From an optimization exercise on the open Yosys and OpenROAD flow, aimed at small area, a short achievable clock period and few clock cycles per item; shortcuts taken in it are not production practice.
RTL that was checked went through simulation tests only; none was proved equivalent to the original.

==> flow/design.v (excerpt) <==
module sqrt_binary_search (
    input  logic        clk,
    input  logic        rst,         
    input  logic        valid_in,
    input  logic [15:0] x,           
    output logic [15:0] x_sqrt,      
    output logic        valid_out
);
Settings: LEC_CHECK=0, ABC_AREA=1, CAP_MARGIN=20, CORE_MARGIN=2, CORE_UTILIZATION=75, SLEW_MARGIN=20; clock period 11.0 ns.
run.sh (not shown) runs the stock make flow with config.mk's settings and CLKGATE_MAP_FILE= SYNTH_SCRIPT=/design/flow/synth_recipe.tcl, a recipe that flattens the netlist after the stock synthesis.
The starting point completed with no timing, DRC or antenna violations.
Then changed:
- CORE_UTILIZATION: 75 -> 40
The new run finished clean.
Synthesized area does not change.
Non-clock buffer count is unchanged.
Final area rises by 1.8%.
Then changed:
- CORE_UTILIZATION: 40 -> 55
Effect: Worst hold slack stays flat. Sequential cell count is unchanged. Setup slack got worse by 0.011 ns. Routed wire length climbs by 1.4%. Synthesized cell count does not change. Cell area goes down by 1.0%. Fmax barely changes.
No run of this note included a check of the RTL's function; only the layout flow was run.

Another version of the RTL of sqrt_binary_search (not shown whole).
Size: roughly 680 cells after synthesis, ~18 flip-flops, about 0.0038 sq mm of cells after synthesis.
Settings: LEC_CHECK=0, ABC_AREA=1, CAP_MARGIN=20, CORE_MARGIN=2, CORE_UTILIZATION=40, SETUP_SLACK_MARGIN=3.5, SLEW_MARGIN=20; clock period 11.0 ns.
standard.sh (not shown) runs the stock make flow with config.mk's settings and CLKGATE_MAP_FILE= SYNTH_SCRIPT=/design/flow/synth_recipe.tcl, a recipe that flattens the netlist after the stock synthesis.
==> flow/flow/run.sh <==
#!/bin/bash
# The standard layout (standard.sh), with two changes:
#  - no adder-cell mapping in synthesis (ADDER_MAP_FILE empty): ABC maps the
#    adders from plain gates instead of the slow ha/fa cells;
#  - buf_2 cells as the port buffers (buffer_ports otherwise picks the slow
#    clkdlybuf4s50_1).
set -e
export ADDER_MAP_FILE=
export BUFFER_PORTS_ARGS="-buffer_cell sky130_fd_sc_hd__buf_2"
bash standard.sh > standard.log 2>&1
Testbench counts at the start, summed over its fixed seeds: cycles 262,148, items 262,144.
Change:
--- a/flow/flow/run.sh
+++ b/flow/flow/run.sh
@@ -8,3 +8,4 @@
 export ADDER_MAP_FILE=
 export BUFFER_PORTS_ARGS="-buffer_cell sky130_fd_sc_hd__buf_2"
+export RECOVER_POWER=100
 bash standard.sh > standard.log 2>&1
--- a/flow/config.mk
+++ b/flow/config.mk
@@ -10,4 +10,5 @@
 export CORE_MARGIN = 2
 export CORE_UTILIZATION = 40
-export SETUP_SLACK_MARGIN = 3.5
+export PLACE_DENSITY = 0.85
+export SETUP_SLACK_MARGIN = 3.0
 export SLEW_MARGIN = 20
The changed run completed without violations. Area after synthesis stays the same. Sequential share of layout area increases by 0.99 points. Final cell count is lower by 3.7%. Worst hold slack gains 0.0075 ns. Wire length went down by 19%. Setup slack got worse by 0.80 ns. Final area is lower by 13%. Via count is lower by 5.5%.
Change:
--- a/flow/flow/run.sh
+++ b/flow/flow/run.sh
@@ -8,4 +8,4 @@
 export ADDER_MAP_FILE=
 export BUFFER_PORTS_ARGS="-buffer_cell sky130_fd_sc_hd__buf_2"
-export RECOVER_POWER=100
-bash standard.sh > standard.log 2>&1
+export SETUP_MOVE_SEQUENCE=sizeup
+bash standard.sh ABC_LOAD_IN_FF=15 ABC_DRIVER_CELL=sky130_fd_sc_hd__buf_2 finish > standard.log 2>&1
--- a/flow/config.mk
+++ b/flow/config.mk
@@ -11,4 +11,5 @@
 export CORE_UTILIZATION = 40
 export PLACE_DENSITY = 0.85
-export SETUP_SLACK_MARGIN = 3.0
+export SETUP_SLACK_MARGIN = 3.5
 export SLEW_MARGIN = 20
+export TNS_END_PERCENT = 10
After rerunning: Synthesized cell count goes up by 1.2%. First-iteration DRC count increases by 20%. Sequential share of layout area drops by 1.2 points. Cell area rises by 18%. Hold slack is better by 0.0053 ns. Routed wire length grows by 13%. Synthesized area went up by 8.4%. Via count went up by 4.2%. Global-route usage came out lower by 0.83 points.
Change:
==> flow/flow/run.sh (replaced) <==
#!/bin/bash
# The standard layout (standard.sh), with these changes:
#  - synthesis: no adder-cell mapping (ADDER_MAP_FILE empty), so ABC maps the
#    adders from plain gates instead of the slow ha/fa cells, and the final ABC
#    mapping uses flow/abc_iter.script (see flow/synth_iter.tcl);
#  - buf_2 cells as the port buffers (buffer_ports otherwise picks the slow
#    clkdlybuf4s50_1);
#  - setup repair only resizes cells (SETUP_MOVE_SEQUENCE=sizeup).
set -e
here=$(pwd)
export ADDER_MAP_FILE=
export BUFFER_PORTS_ARGS="-buffer_cell sky130_fd_sc_hd__buf_2"
export SETUP_MOVE_SEQUENCE=sizeup
bash standard.sh SYNTH_SCRIPT=$here/flow/synth_iter.tcl finish > standard.log 2>&1
==> flow/flow/abc_iter.script (new file) <==
strash
dch
map -B 0.9
strash
dch
map -B 0.9
strash
dch
map -B 0.9
strash
dch
map -B 0.9
strash
dch
map -B 0.9
strash
dch
map -B 0.9
topo
stime -c
buffer -c
upsize -c
dnsize -c
==> flow/flow/synth_iter.tcl (new file) <==
# The standard flow's synthesis (synth_recipe.tcl, which sources ORFS's synth.tcl) with one
# change: the final technology mapping runs ABC with abc_iter.script, which
# repeats ORFS's area script's strash/dch/map round six times before sizing.
# Everything before it (synth -nofsm -noshare, flip-flop mapping) and after it
# (flatten, renames) is the standard flow's own, so the registers are the standard ones.
set ::abc_iter_script [file normalize [file join [file dirname [info script]] abc_iter.script]]
set ::synth_recipe_tcl [file normalize [file join [file dirname [info script]] .. synth_recipe.tcl]]
proc abc {args} {
  set i [lsearch -exact $args -script]
  if {$i >= 0} { lset args [expr {$i + 1}] $::abc_iter_script }
  yosys abc {*}$args
}
source $::synth_recipe_tcl
Effect: The changed run produced a clean layout. Via count came out lower by 3.0%. Final area went down by 13%. Final cell count decreases by 2.4%. Die area falls by 8.0%.
Change:
==> flow/flow/run.sh (replaced) <==
#!/bin/bash
# The standard layout (standard.sh), with two changes:
#  - no adder-cell mapping in synthesis (ADDER_MAP_FILE empty): ABC maps the
#    adders from plain gates instead of the slow ha/fa cells;
#  - buf_2 cells as the port buffers (buffer_ports otherwise picks the slow
#    clkdlybuf4s50_1).
set -e
export ADDER_MAP_FILE=
export BUFFER_PORTS_ARGS="-buffer_cell sky130_fd_sc_hd__buf_2"
bash standard.sh > standard.log 2>&1
--- a/flow/config.mk
+++ b/flow/config.mk
@@ -9,7 +9,6 @@
 export CAP_MARGIN = 20
 export CORE_MARGIN = 2
-export CORE_UTILIZATION = 40
+export CORE_UTILIZATION = 65
 export PLACE_DENSITY = 0.85
-export SETUP_SLACK_MARGIN = 3.5
+export SETUP_SLACK_MARGIN = 1.5
 export SLEW_MARGIN = 20
-export TNS_END_PERCENT = 10
removed: flow/flow/abc_iter.script
removed: flow/flow/synth_iter.tcl
=> The new run went through all stages and came out clean. Die area falls by 37%. Final area goes down by 1.3%. Count of clock-buffer cells in the layout drops by 1.

Setup of run 1:
sqrt_binary_search again, from the RTL that the note above started with.
clock: 11.0 ns
lec_check: 0
abc_area: 1
cap_margin: 20
core_margin: 2
core_utilization: 40
setup_slack_margin: 1.5
slew_margin: 20
==> flow/flow/run.sh <==
#!/bin/bash
# The standard layout (standard.sh), with two changes:
#  - no adder-cell mapping in synthesis (ADDER_MAP_FILE empty): ABC maps the
#    adders from plain gates instead of the slow ha/fa cells;
#  - buf_2 cells as the port buffers (buffer_ports otherwise picks the slow
#    clkdlybuf4s50_1).
set -e
export ADDER_MAP_FILE=
export BUFFER_PORTS_ARGS="-buffer_cell sky130_fd_sc_hd__buf_2"
bash standard.sh > standard.log 2>&1
Testbench counts of run 1, summed over its fixed seeds: cycles 262,148, items 262,144.
For run 2, these inputs were changed with respect to run 1:
- an added PLACE_DENSITY of 0.85
- a change of SETUP_SLACK_MARGIN from 1.5 to 3.5
- an added TNS_END_PERCENT of 5
==> comparison <==
- Run 2: PASS, flow complete, no timing, DRC or antenna violations
- Top fanout value on the critical path: higher on run 1
- In the metrics for run 2 and run 1, the one carrying the higher total global routing track utilization is run 1.
- In run 2 the final routed wirelength across all metal layers turned out 4.0% higher than in run 1.
- Run 2 against run 1: worst setup slack went up by 0.31 ns; post-synthesis cell area was more or less identical.
- Antenna violation net count after detailed routing: run 2 vs run 1, no meaningful difference
Input changes introduced in run 3 (baseline for comparison: run 2):
- changing TNS_END_PERCENT from 5 to 10
==> flow/flow/run.sh <==
#!/bin/bash
# The standard layout (standard.sh), with these changes:
#  - synthesis: no adder-cell mapping (ADDER_MAP_FILE empty), so ABC maps the
#    adders from plain gates instead of the slow ha/fa cells, and the final ABC
#    mapping uses flow/abc_iter.script (see flow/synth_iter.tcl);
#  - buf_2 cells as the port buffers (buffer_ports otherwise picks the slow
#    clkdlybuf4s50_1);
#  - setup repair only resizes cells (SETUP_MOVE_SEQUENCE=sizeup).
set -e
here=$(pwd)
export ADDER_MAP_FILE=
export BUFFER_PORTS_ARGS="-buffer_cell sky130_fd_sc_hd__buf_2"
export SETUP_MOVE_SEQUENCE=sizeup
bash standard.sh SYNTH_SCRIPT=$here/flow/synth_iter.tcl finish > standard.log 2>&1
==> flow/flow/abc_iter.script (new file) <==
strash
dch
map -B 0.9
strash
dch
map -B 0.9
strash
dch
map -B 0.9
strash
dch
map -B 0.9
topo
stime -c
buffer -c
upsize -c
dnsize -c
==> flow/flow/synth_iter.tcl (new file) <==
# The standard flow's synthesis (synth_recipe.tcl, which sources ORFS's synth.tcl) with one
# change: the final technology mapping runs ABC with abc_iter.script, which
# repeats ORFS's area script's strash/dch/map round 4 times before sizing.
# Everything before it (synth -nofsm -noshare, flip-flop mapping) and after it
# (flatten, renames) is the standard flow's own, so the registers are the standard ones.
set ::abc_iter_script [file normalize [file join [file dirname [info script]] abc_iter.script]]
set ::synth_recipe_tcl [file normalize [file join [file dirname [info script]] .. synth_recipe.tcl]]
proc abc {args} {
  set i [lsearch -exact $args -script]
  if {$i >= 0} { lset args [expr {$i + 1}] $::abc_iter_script }
  puts "abc: mapping with $::abc_iter_script"
  yosys abc {*}$args
}
source $::synth_recipe_tcl
### Flow results
- Status | run 2 and run 3 | clean
- The count of clock-buffer cells in the layout of run 3 exceeds that of run 2 by 1.
- Summary: with run 2 as the reference, number of DRC markers after the initial detailed-route iteration in run 3 moved down by more than a quarter.
- Run 2 was larger in final cell area than run 3.
- Of run 3 and run 2, it is run 3 that has the lower area added between synthesis and finish.
- Run 3 improves on run 2 in area of the die.
- Count of plain and timing-repair buffers in the layout (run 3 / run 2): 0.60
- Post-synthesis cell count went down by a few percent going from run 2 to run 3.
- Run 3 reports its highest-delay cell along the critical path as dfxtp_1 while run 2 reports xor2_1.
[inputs] run 4 vs run 3
- ABC_AREA: 1 -> 0
==> flow/flow/run.sh <==
#!/bin/bash
# The standard layout (standard.sh), with two changes:
#  - no adder-cell mapping in synthesis (ADDER_MAP_FILE empty): ABC maps the
#    adders from plain gates instead of the slow ha/fa cells;
#  - buf_2 cells as the port buffers (buffer_ports otherwise picks the slow
#    clkdlybuf4s50_1).
set -e
export ADDER_MAP_FILE=
export BUFFER_PORTS_ARGS="-buffer_cell sky130_fd_sc_hd__buf_2"
export SETUP_MOVE_SEQUENCE=sizeup
bash standard.sh > standard.log 2>&1
removed: flow/flow/abc_iter.script
removed: flow/flow/synth_iter.tcl
## What came out
- On sequential share of layout area: run 4 sits below run 3.
- Minimum setup slack in the final design ends up higher on run 3.
- | area growth from synthesis to layout | run 4 vs run 3 | 3.6 points lower |
- From run 3 to run 4 the numbers moved as follows: final worst-path cycle share shows an increase of 25 points.
### run 4 -> run 5
- TNS_END_PERCENT no longer set, was 10
- SETUP_SLACK_MARGIN now 1.5, was 3.5
- ABC_AREA now 1, was 0
diff --git a/flow/flow/run.sh b/flow/flow/run.sh
--- a/flow/flow/run.sh
+++ b/flow/flow/run.sh
@@ -10 +9,0 @@
-export SETUP_MOVE_SEQUENCE=sizeup
Findings:
Run 5 completed every stage of the flow, and the final layout passed the timing, design-rule and antenna checks. Taking run 4 as 1.0, run 5 lands at 0.814 on number of standard-cell rows in the floorplan. Re proportion of synthesized area in mux cells: run 4 was higher than run 5. Changes observed in run 5 relative to run 4: first-pass GRT wire length fell about 40%; critical path depth picked up an extra 88%. Between run 4 and run 5, number of non-clock buffers in the layout decreased. In the tables for run 5 and run 4, core utilization reads higher with run 5.
## Diff of input files: run 6 against run 5
- a change of SETUP_SLACK_MARGIN from 1.5 to 3.5
- an added TNS_END_PERCENT of 10
==> flow/flow/run.sh <==
#!/bin/bash
# The standard layout (standard.sh), with these changes:
#  - synthesis: no adder-cell mapping (ADDER_MAP_FILE empty), so ABC maps the
#    adders from plain gates instead of the slow ha/fa cells, and the final ABC
#    mapping uses flow/abc_iter.script (see flow/synth_iter.tcl);
#  - buf_2 cells as the port buffers (buffer_ports otherwise picks the slow
#    clkdlybuf4s50_1);
#  - setup repair only resizes cells (SETUP_MOVE_SEQUENCE=sizeup).
set -e
here=$(pwd)
export ADDER_MAP_FILE=
export BUFFER_PORTS_ARGS="-buffer_cell sky130_fd_sc_hd__buf_2"
export SETUP_MOVE_SEQUENCE=sizeup
bash standard.sh SYNTH_SCRIPT=$here/flow/synth_iter.tcl finish > standard.log 2>&1
==> flow/flow/abc_iter.script (new file) <==
strash
dch
map -B 0.9
strash
dch
map -B 0.9
strash
dch
map -B 0.9
strash
dch
map -B 0.9
strash
dch
map -B 0.9
strash
dch
map -B 0.9
strash
dch
map -B 0.9
strash
dch
map -B 0.9
topo
stime -c
buffer -c
upsize -c
dnsize -c
==> flow/flow/synth_iter.tcl (new file) <==
# The standard flow's synthesis (synth_recipe.tcl, which sources ORFS's synth.tcl) with one
# change: the final technology mapping runs ABC with abc_iter.script, which
# repeats ORFS's area script's strash/dch/map round 8 times before sizing.
# Everything before it (synth -nofsm -noshare, flip-flop mapping) and after it
# (flatten, renames) is the standard flow's own, so the registers are the standard ones.
set ::abc_iter_script [file normalize [file join [file dirname [info script]] abc_iter.script]]
set ::synth_recipe_tcl [file normalize [file join [file dirname [info script]] .. synth_recipe.tcl]]
proc abc {args} {
  set i [lsearch -exact $args -script]
  if {$i >= 0} { lset args [expr {$i + 1}] $::abc_iter_script }
  puts "abc: mapping with $::abc_iter_script"
  yosys abc {*}$args
}
source $::synth_recipe_tcl
[summary]
Run 6 completed every stage of the flow, and the final layout passed the timing, design-rule and antenna checks. Between run 6 and run 5, area share of xor/xnor cells in the synthesized design is lower for run 6, run 5 comes in above that. Combined global-route utilization of all metal layers: run 6 vs run 5 up 0.87 points. Compared with run 5, in run 6 critical path depth decreased by 4 relative to the old numbers, combined area of all synthesized cells went down by 5.2%.

==> separate check: timing with driven ports <==
The results above use ideal ports. As a check the final layouts listed here were re-extracted and re-timed, cells and wires unchanged. Step 1 assumes that a clkbuf_16 drives the clock port and a buf_2 every other input. Step 2 moves the port delays by t, midway between the first and last clock arrival at a register: inputs arrive t later, outputs are due t later. That takes back most of the time a late clock gives input paths. Three values: ideal, step 1, step 2; two values: the first two.
| run | t, ns | setup WS [ns] | worst setup path after step 2 | slew at the worst register clock pin (ns) |
|---|---|---|---|---|
| the first run of note 1 | 0.270 | 2.002 / 1.978 / 1.889 | input to register | 0.06 / 0.06 |
| the second run of note 1 | 0.276 | 2.042 / 2.015 / 1.991 | input to register | 0.07 / 0.07 |
| the third run of note 1 | 0.274 | 2.031 / 2.006 / 1.865 | input to register | 0.06 / 0.06 |
| the first run of note 2 | 0.278 | 3.635 / 3.609 / 3.886 | register to output | 0.07 / 0.07 |
| the second run of note 2 | 0.276 | 2.837 / 2.812 / 2.916 | input to register | 0.06 / 0.06 |
| the third run of note 2 | 0.275 | 3.689 / 3.660 / 3.935 | register to output | 0.06 / 0.06 |
| the fourth run of note 2 | 0.275 | 4.141 / 4.117 / 4.392 | register to output | 0.06 / 0.06 |
| the fifth run of note 2 | 0.269 | 2.972 / 2.947 / 3.216 | register to output | 0.06 / 0.06 |
| run 1 | 0.276 | 3.143 / 3.117 / 3.392 | register to output | 0.07 / 0.07 |
| run 2 | 0.276 | 3.458 / 3.433 / 3.709 | register to output | 0.06 / 0.06 |
| run 3 | 0.277 | 4.182 / 4.160 / 4.437 | register to output | 0.06 / 0.06 |
| run 4 | 0.280 | 1.381 / 1.350 / 1.629 | register to output | 0.05 / 0.05 |
| run 5 | 0.275 | 3.255 / 3.230 / 3.505 | register to output | 0.06 / 0.06 |
| run 6 | 0.274 | 4.170 / 4.141 / 4.415 | register to output | 0.07 / 0.07 |
After both steps setup and hold are still met in every run listed. The setup slack of the third run of note 1, which loses most, moves by -0.025 ns with the drivers and by -0.166 ns with both steps.
